What follows belongs to an exercise in optimizing a design on an open flow for a short achievable clock period and few clock cycles; a production flow would make more cautious choices. Only simulation tests tie the RTL to the original design; equivalence was not proved. Power is estimated from default activity; no workload was simulated.

### design/flow/run.sh
#!/bin/bash
# synth_recipe.tcl (not shown) runs the flow's synth.tcl, then flattens the netlist and writes it again
# the make line also repeats each setting of config.mk as NAME=value (left out here)
make -C /OpenROAD-flow-scripts/flow DESIGN_CONFIG=/design/flow/config.mk WORK_HOME=/design/flow/orfs CLKGATE_MAP_FILE= SYNTH_SCRIPT=/design/flow/synth_recipe.tcl finish
### design/flow/config.mk
export PLATFORM = sky130hd
export DESIGN_NAME = CPU
export DESIGN_NICKNAME = CPU
export VERILOG_FILES = /design/flow/design.v
export SDC_FILE = /design/flow/constraint.sdc
export NUM_CORES = 4
export LEC_CHECK = 0
export CAP_MARGIN = 20
export CORE_MARGIN = 2
export CORE_UTILIZATION = 40
export SETUP_SLACK_MARGIN = 0.8
export SLEW_MARGIN = 20
### design/flow/constraint.sdc
create_clock -name core_clock -period 14.0 [get_ports {clk}]
set_input_delay 2.8000 -clock core_clock [delete_from_list [all_inputs] [get_ports {clk}]]
set_output_delay 2.8000 -clock core_clock [all_outputs]
set_load 0.01 [all_outputs]
### design/flow/design.v
`timescale 1ns / 1ps
module PC(
	input [31:0] next_inst_in,
	input clk,
	input reset,
	output reg [31:0] next_inst_out
);
always @ (posedge clk or posedge reset) 
	begin
		if(reset == 1)
			next_inst_out <= 0;
		else
			next_inst_out <= next_inst_in;
	end
endmodule
`timescale 1ns / 1ps
module RF(
	 input reg_write,
	 input clk,
    input [4:0] read_register1,
    input [4:0] read_register2,
    input [4:0] write_register,
    input [31:0] write_data,
    output reg[31:0] read_data1,
    output reg[31:0] read_data2
    );
reg [31:0] register_space [0:31];
always @ (posedge clk)
begin
	if(reg_write == 1)
	begin
		register_space[write_register] <= write_data;
	end
end
always @ (*)
begin
	read_data1 = register_space[read_register1];
	read_data2 = register_space[read_register2];
end
endmodule
`timescale 1ns / 1ps
module adder(
	input [31:0] A,B,
  output reg [31:0] result
);
	always @ (*) begin
		result <= A+B;
	end
endmodule
`timescale 1ns / 1ps
module alu (in1,in2,shamt,alucontrol,aluresult,zero);
input      [31:0]   in1,in2;
input      [3:0] alucontrol;
input      [4:0] shamt;
output reg [31:0] aluresult;
output zero;
assign zero = (aluresult == 0);
always@(in1,in2,alucontrol,shamt)
case(alucontrol)
4'b0000: aluresult <= in1&in2;
4'b0001: aluresult <= in1|in2;
4'b0010: aluresult <= in1+in2;
4'b0110: aluresult <= in1-in2;
4'b1110: aluresult <= in2<<shamt;
4'b0111: if (in1 < in2) 
              aluresult <= 1; 
         else aluresult <= 0;
default: aluresult <=0;
endcase
endmodule
`timescale 1ns / 1ps
module alu_control (alu_op,func,alu_alu_output);
input[1:0] alu_op;
input[5:0] func;
output reg[3:0] alu_alu_output;
always @(alu_op or func)
begin
if (alu_op==2'b00)
 alu_alu_output<=4'b0010;
else if (alu_op==2'b01)
alu_alu_output<=4'b0110;
else if (alu_op==2'b11)
 alu_alu_output<=4'b0001;
else if(alu_op==2'b10&& func==6'b100000)
 alu_alu_output<=4'b0010;
else if (alu_op==2'b10&& func==6'b100010)
 alu_alu_output<=4'b0110;
else if (alu_op==2'b10&& func==6'b100100)
 alu_alu_output<=4'b0000;
else if (alu_op==2'b10&& func==6'b100101)
 alu_alu_output<=4'b0001;
else if (alu_op==2'b10&& func==6'b101010)
 alu_alu_output<=4'b0111;
else if (alu_op==2'b10&& func==6'b000000)
 alu_alu_output<=4'b1110;
else  alu_alu_output<=4'bxxxx;
end 
endmodule
`timescale 1ns / 1ps
module and_gate(
    input A,
    input B,
    output out
    );
assign out = A&B;
endmodule
`timescale 1ns / 1ps
module control_unit(
    input [5:0] opcode,
    output reg reg_dst, alu_src, mem_to_reg, reg_write, mem_read, mem_write, branch, jump,
    output reg [1:0] alu_op
);
always @(opcode) begin
    case (opcode)
        6'b000000:{reg_dst, alu_src, mem_to_reg, reg_write, mem_read, mem_write, branch, jump, alu_op}<=10'b100100_0_0_10;  
        6'b100011:{reg_dst, alu_src, mem_to_reg, reg_write, mem_read, mem_write, branch, jump, alu_op}<=10'b011110_0_0_00;  
        6'b101011:{reg_dst, alu_src, mem_to_reg, reg_write, mem_read, mem_write, branch, jump, alu_op}<=10'bx1x001_0_0_00;  
        6'b000100:{reg_dst, alu_src, mem_to_reg, reg_write, mem_read, mem_write, branch, jump, alu_op}<=10'bx0x000_1_0_01;  
        6'b000010:{reg_dst, alu_src, mem_to_reg, reg_write, mem_read, mem_write, branch, jump, alu_op}<=10'b000000_0_1_00;  
		  6'b001000:{reg_dst, alu_src, mem_to_reg, reg_write, mem_read, mem_write, branch, jump, alu_op}<=10'b010100_0_0_00;  
        default:{reg_dst, alu_src, mem_to_reg, reg_write, mem_read, mem_write, branch, jump, alu_op}<=9'bxxx_xxx_x_xx;
    endcase
end
endmodule
`timescale 1ns / 1ps
module data_memory(
    input clk,
    input mem_write,
    input [5:0] address,
    input [31:0] write_data,
    output reg [31:0] read_data
    );
reg [31:0] address_space [0:63];
always @ (posedge clk)
begin
	if(mem_write == 1)
	begin
		address_space[address] <= write_data;
	end
end
always @ (*)
begin
	read_data = address_space[address];
end
endmodule
`timescale 1ns / 1ps
module mux2(
    input [31:0] a,
    input [31:0] b,
    input s,
    output reg [31:0] out
);
always @ (*)
begin
    if(s == 0)
        out <= a;
    else 
        out <= b;
end
endmodule
`timescale 1ns / 1ps
module mux5(
    input [4:0] a,
    input [4:0] b,
    input s,
    output reg [4:0] out
);
always @ (*)
begin
    if(s == 0)
        out <= a;
    else 
        out <= b;
end
endmodule
module shift_left26(
    input [25:0] a,
    output [27:0] out
);
assign out = {a, 2'b00}; 
endmodule
module shift_left32(
    input [31:0] a,
    output [31:0] out
);
assign out = {a[29:0], 2'b00}; 
endmodule
`timescale 1ns / 1ps
module sign_ext(
    input [15:0] in_imm,
    output reg[31:0] out_imm
    );
always @ (*)
begin
out_imm <= {{16{in_imm[15]}},in_imm[15:0]};
end
endmodule
`timescale 1ns / 1ps
module CPU(
clk,
reset,
imem_addr,
imem_data,
wb_en, wb_reg, wb_data,
st_en, st_addr, st_data
);
input clk,reset;
output wire [31:0] imem_addr;
input wire [31:0] imem_data;
output wire wb_en;
output wire [4:0] wb_reg;
output wire [31:0] wb_data;
output wire st_en;
output wire [5:0] st_addr;
output wire [31:0] st_data;
wire [31:0] PCout,PCin;
PC pc_instance(
	.clk(clk),
	.reset(reset),
	.next_inst_in(PCin),
	.next_inst_out(PCout)
);
wire [31:0] inst;
assign imem_addr = PCout;
assign inst = imem_data;
wire reg_dst, alu_src, mem_to_reg, reg_write, mem_read, mem_write, branch, jump;
wire [1:0] alu_op;
control_unit cont_unit_instance(
.opcode(inst[31:26]),
.reg_dst(reg_dst),
.alu_src(alu_src),
.mem_to_reg(mem_to_reg),
.reg_write(reg_write),
.mem_read(mem_read),
.mem_write(mem_write),
.branch(branch),
.jump(jump),
.alu_op(alu_op)
);
wire [4:0] write_reg;
mux5 mux5_instance(
.a(inst[20:16]),
.b(inst[15:11]),
.s(reg_dst),
.out(write_reg)
);
wire [31:0] read_data1,read_data2;
wire [31:0] write_data_reg;
RF rf_instance(
.reg_write(reg_write),
.clk(clk),
.read_register1(inst[25:21]),
.read_register2(inst[20:16]),
.write_register(write_reg),
.write_data(write_data_reg),
.read_data1(read_data1),
.read_data2(read_data2)
);
wire [31:0] sign_imm;
sign_ext sign_extn_instance(
.in_imm(inst[15:0]),
.out_imm(sign_imm)
);
wire [31:0] src_b;
mux2 mux2_instance1(
.a(read_data2),
.b(sign_imm),
.s(alu_src),
.out(src_b)
);
wire [31:0] shift_signed;
shift_left32 shift_instance1(
.a(sign_imm),
.out(shift_signed)
);
wire [3:0] alu_control_wire;
alu_control alu_control_instance(
.func(inst[5:0]),
.alu_op(alu_op),
.alu_alu_output(alu_control_wire)
);
wire [31:0] alu_result;
wire zero_flag;
alu alu_instance(
.in1(read_data1),
.in2(src_b),
.alucontrol(alu_control_wire),
.shamt(inst[10:6]),
.aluresult(alu_result),
.zero(zero_flag)
);
wire [31:0] data_mem_out;
data_memory data_mem_instance(
.clk(clk),
.mem_write(mem_write),
.address(alu_result[5:0]),
.write_data(read_data2),
.read_data(data_mem_out)
);
mux2 mux2_instance2(
.a(alu_result),
.b(data_mem_out),
.s(mem_to_reg),
.out(write_data_reg)
);
wire [31:0] pc_plus_4;
adder adder_instance1(
.A(PCout),
.B(32'd4),
.result(pc_plus_4)
);
wire [31:0] pc_branch;
adder adder_instance2(
.A(shift_signed),
.B(pc_plus_4),
.result(pc_branch)
);
wire [27:0] jump_address;
shift_left26 shift_left26_instance(
.a(inst[25:0]),
.out(jump_address)
);
wire pc_src;
and_gate and_gate_instance(
.A(branch),
.B(zero_flag),
.out(pc_src)
);
wire [31:0] mux_branch;
mux2 mux2_instance3(
.a(pc_plus_4),
.b(pc_branch),
.s(pc_src),
.out(mux_branch)
);
mux2 mux_instance4(
.a(mux_branch),
.b({pc_plus_4[31:28],jump_address}),
.s(jump),
.out(PCin)
);
assign wb_en = reg_write;
assign wb_reg = write_reg;
assign wb_data = write_data_reg;
assign st_en = mem_write;
assign st_addr = alu_result[5:0];
assign st_data = read_data2;
endmodule
==> summary.json <==
{
  "io_buffers": 140,
  "drt-pass1-iter-count": 7,
  "synth_cell_type_count": 96,
  "startpoint": "imem_data[17]",
  "detailed_route_iter0_violations": 16100,
  "vias_per_cell": 6.54,
  "post_synth_instance_area_sq_mm": 0.138,
  "switching_share_of_power_pct": 35.3,
  "reg2reg_from": "rf_instance.register_space[11][0]",
  "finalHoldViolations": 0,
  "die_width_um": 591,
  "routed_wirelength_um": 570000,
  "endpoints_failing_setup": 0,
  "power.share.clock_pct": 30.5,
  "ff2ff_setup_slack_ns": 4.84,
  "pwr-share-seq_pct": 38.6,
  "area.sequential_sq_mm": 0.0930,
  "crit_slowest_cell": "sky130_fd_sc_hd__nor4_4",
  "proportion_of_synthesized_chip_area_in_sequential_cells_pct": 67.5,
  "area.growth.synth_to_final_pct": 18.1,
  "synth_async_sr_flop_share_pct": 0.967,
  "maxCapViolCount": 0,
  "netSwitchingPower_mw": 9.89,
  "syn-instance-count": 9349,
  "grt_antenna_before_repair": 47,
  "timing.critical_path.to": "wb_data[15]",
  "fp-row-count": 215,
  "grt_setup_unrepaired": "false",
  "ys_seq_elements": 3102,
  "ys.warnings.count": 10,
  "fin_nets": 10200,
  "slowest_delay_ns": 0.70,
  "first_global_vias": 92400,
  "combPwrFrac_pct": 31.0,
  "timing.final.ws_setup_ns": 0.733,
  "timing.critical_path.required_ns": 11.20,
  "num_vias": 97400,
  "worst_setup_path_end_kind": "output port",
  "worstPathMaxFanout": 26,
  "gp_congestion": 0.986,
  "cts_tree": "yes",
  "numCtsBuffers": 335,
  "timing.hold.ws_ns": 0.691,
  "h-tree-depth": 5,
  "worst_slew_margin_rel_pct": 14.4,
  "worstMarginPinSlew_ns": 1.28,
  "groute.usage.overall_pct": 31.9,
  "p_int_mw": 18.1,
  "worst_ir_drop_vdd_v": 0.000136,
  "core_area_sq_mm": 0.343,
  "gr-total-overflow": 0,
  "cts_num_sinks": 3102,
  "final_antenna_net_count": 0,
  "die_span_in_y_um": 591,
  "placement.setup.worst_slack_ns": -0.467,
  "clkTransAtPathRegs_ns": 0.06,
  "floorplan.initialDensity_pct": 40.2,
  "layout-drive-gt1-share_pct": 20.8,
  "power_density_mw_per_mm2": 172,
  "worst-endpoint-arrival_ns": 10.47,
  "top_level_ports": 143,
  "run_status": "no timing/DRC/antenna violations",
  "crit_path_start_kind": "input pin",
  "clock-root-buffer": "sky130_fd_sc_hd__clkbuf_16",
  "clock_latency_ns": 0.98,
  "die_area_sq_mm": 0.349,
  "route.detailed.wl_per_inst_um": 38.3,
  "timing.clock.skew_ns": 0.109,
  "type_of_the_tightest_min_delay_check": "register to register",
  "total_leakage_power_nw": 55.0,
  "final_min_period_over_clock_period_pct": 94.8,
  "timing_worst_setup_path_type": "input pin to output port",
  "hpwl_um": 361000,
  "synth.avg_cell_area_sq_um": 14.7,
  "cts_max_path_buffers": 4,
  "r2r-end": "pc_instance.next_inst_out[21]",
  "area_of_combinational_cells_with_multiple_inputs_sq_mm": 0.0435,
  "grt_first_pass_wirelength_um": 773000,
  "grt_start_max_net_pins": 98,
  "drc": 0,
  "ys.flop_type": "sky130_fd_sc_hd__edfxtp_1",
  "drv_slew": 0,
  "achievable-frequency_mhz": 75.4,
  "fillCellCount": 29200,
  "synth_edf_count": 3072,
  "timing.reg2reg.worst_path_depth": 22,
  "period_needed_ns": 13.27,
  "dominant_cell_type_by_count_on_the_critical_path": "sky130_fd_sc_hd__buf_4"
}
-- cells in the mapped netlist, drive strengths merged (25+ instances only) --
library cell,instances,area share (%)
a31oi,75,0.34
o211ai,33,0.18
nand2,1271,3.5
ha,130,1.2
dfrtp,30,0.54
a221o,47,0.34
nand2b,44,0.20
a21o,25,0.14
nand4,51,0.23
nand3,117,0.42
a221oi,170,1.1
mux4,468,7.6
a2111oi,35,0.23
inv,149,0.41
a22o,31,0.20
o221ai,26,0.17
edfxtp,3072,67
mux2,57,0.47
a211oi,80,0.44
o22ai,127,0.58
clkbuf,401,1.1
a21oi,652,2.4
nor4,34,0.16
a22oi,219,1.2
and3,86,0.39
o21ai,249,0.90
and2,34,0.15
nor2,361,0.99
nor3,73,0.27
xnor2,35,0.22
mux2i,509,3.7
a311oi,54,0.34
buf,238,0.82
xor2,25,0.16
-- routing by layer --
metal	vias to the layer above	wire, um	GRT usage (%)
met4	22	38300	18.0
met5	-	207	0.162
met2	7358	250000	47.6
met3	1462	73800	8.99
met1	50000	207000	41.8
li1	38500	-	-
-- kinds of logic after synthesis --
logic type | Yosys count | synth area share (%)
mux | 1034 | 11.8
flops | 3102 | 67.5
buf+inv | 792 | 2.33
other cells | 1 | 0.00272
compound gates | 2046 | 9.91
fa+ha+maj | 133 | 1.22
xor+xnor | 60 | 0.381
simple gates | 2181 | 6.86
-- worst max-delay path: cells and delay by family --
| kind | cells | cell delay, ns |
|---|---|---|
| buffers and inverters | 9 | 2.63 |
| and+or+nand+nor | 7 | 1.64 |
| muxes | 2 | 0.22 |
| adders and majority gates | 1 | 0.41 |
| AOI/OAI and AO/OA | 10 | 2.63 |
-- power groups by stage --
stage               Sequential [mW]  Clock, mW  Combinational [mW]
floorplan                      11.0          0                3.52
global placement               11.0          0                8.11
detailed placement             11.0          0                8.16
CTS                            10.8       8.57                8.30
global route                   10.8       8.92                8.80
finish                         10.8       8.54                8.68
-- state kept, by name, summed over array words and instances (netlist names) --
signal,cells
rf_instance.register_space,1024
pc_instance.next_inst_out,30
data_mem_instance.address_space,2048
-- stage by stage --
stage	cell area [sq um]	utilization [%]	setup TNS (ns)	power [mW]	instances
floorplan	138000	-	0	14.5	9350
global placement	151000	44.1	-4.32	19.1	14200
detailed placement	151000	44.1	-3.18	19.2	14200
CTS	162000	47.3	0	27.7	14800
global route	163000	47.4	0	28.5	14900
finish	163000	47.4	0	28.0	14900
-- how the worst min path moves through the flow --
stage                                     to  slack, ns  depth (start not counted)                           from
2_1_floorplan  pc_instance.next_inst_out[31]       0.63                          2  pc_instance.next_inst_out[31]
3_3_place_gp   pc_instance.next_inst_out[31]       0.68                          2  pc_instance.next_inst_out[31]
3_5_place_dp   pc_instance.next_inst_out[31]       0.69                          2  pc_instance.next_inst_out[31]
4_1_cts        pc_instance.next_inst_out[31]       0.71                          2  pc_instance.next_inst_out[31]
5_1_grt        pc_instance.next_inst_out[31]       0.75                          2  pc_instance.next_inst_out[31]
6_report       pc_instance.next_inst_out[31]       0.69                          2  pc_instance.next_inst_out[31]
-- area by class of cell --
class	count	share of cell area [%]
inverter	153	0.371
sequential	3102	57.2
antenna	34	0.0523
timing repair buffer	990	5.87
clock inverter	185	0.926
clock buffer	407	5.41
multi-input combinational	5456	26.7
tap	4557	3.50
-- timing repair --
item / in CTS / in global routing
cloned: 6 / 5
pin swaps: 7 / 8
buffers inserted: 13 / 8
setup endpoints to repair: 32 / 30
hold buffers: 0 / 0
gates resized for setup: 65 / 57
-- placed cells by master, fill, tap and decap left out, types with 26 or more instances in the layout --
master,instances
sky130_fd_sc_hd__a2111oi_0,27
sky130_fd_sc_hd__a211oi_1,70
sky130_fd_sc_hd__a21oi_1,639
sky130_fd_sc_hd__a221o_1,47
sky130_fd_sc_hd__a221oi_1,156
sky130_fd_sc_hd__a22o_1,31
sky130_fd_sc_hd__a22oi_1,214
sky130_fd_sc_hd__a311oi_1,52
sky130_fd_sc_hd__a31oi_1,66
sky130_fd_sc_hd__and2_1,29
sky130_fd_sc_hd__and3_1,85
sky130_fd_sc_hd__buf_12,102
sky130_fd_sc_hd__buf_4,717
sky130_fd_sc_hd__clkbuf_1,65
sky130_fd_sc_hd__clkbuf_16,347
sky130_fd_sc_hd__clkdlybuf4s50_1,123
sky130_fd_sc_hd__clkinv_1,77
sky130_fd_sc_hd__clkinv_2,54
sky130_fd_sc_hd__dfrtp_1,30
sky130_fd_sc_hd__diode_2,34
sky130_fd_sc_hd__edfxtp_1,3072
sky130_fd_sc_hd__ha_1,126
sky130_fd_sc_hd__inv_1,131
sky130_fd_sc_hd__mux2_2,51
sky130_fd_sc_hd__mux2i_1,507
sky130_fd_sc_hd__mux4_2,468
sky130_fd_sc_hd__nand2_1,1265
sky130_fd_sc_hd__nand2b_1,42
sky130_fd_sc_hd__nand3_1,115
sky130_fd_sc_hd__nand4_1,51
sky130_fd_sc_hd__nor2_1,245
sky130_fd_sc_hd__nor2_4,109
sky130_fd_sc_hd__nor3_1,61
sky130_fd_sc_hd__o211ai_1,33
sky130_fd_sc_hd__o21ai_0,234
sky130_fd_sc_hd__o221ai_1,26
sky130_fd_sc_hd__o22ai_1,121
sky130_fd_sc_hd__xnor2_1,35
Testbench counts, summed over its fixed seeds: cycles 32,515.

-- afterwards: timing with drivers on the ports --
How much do the figures lean on ideal ports? The routed layout below was timed once more, with nothing changed but the port constraints.
Step 1, drivers: a clkbuf_16 drives clk and a buf_2 each remaining input, both assumed.
Step 2, shift: input delay + t, output delay - t, t = (earliest + latest rising clock arrival at the registers) / 2. This alone moves slack from input paths to output paths.
Slacks: ideal / step 1 / step 2; pairs: ideal / step 1.
t (ns): 1.034
setup slack, ns: 0.733 / 0.554 / 0.554
worst setup path after step 2: input to output
cell pins on the clock port's net: 1
After both steps setup and hold are still met in this run. For this run, drivers alone change the setup slack by -0.179 ns; drivers and shift together by -0.179 ns.
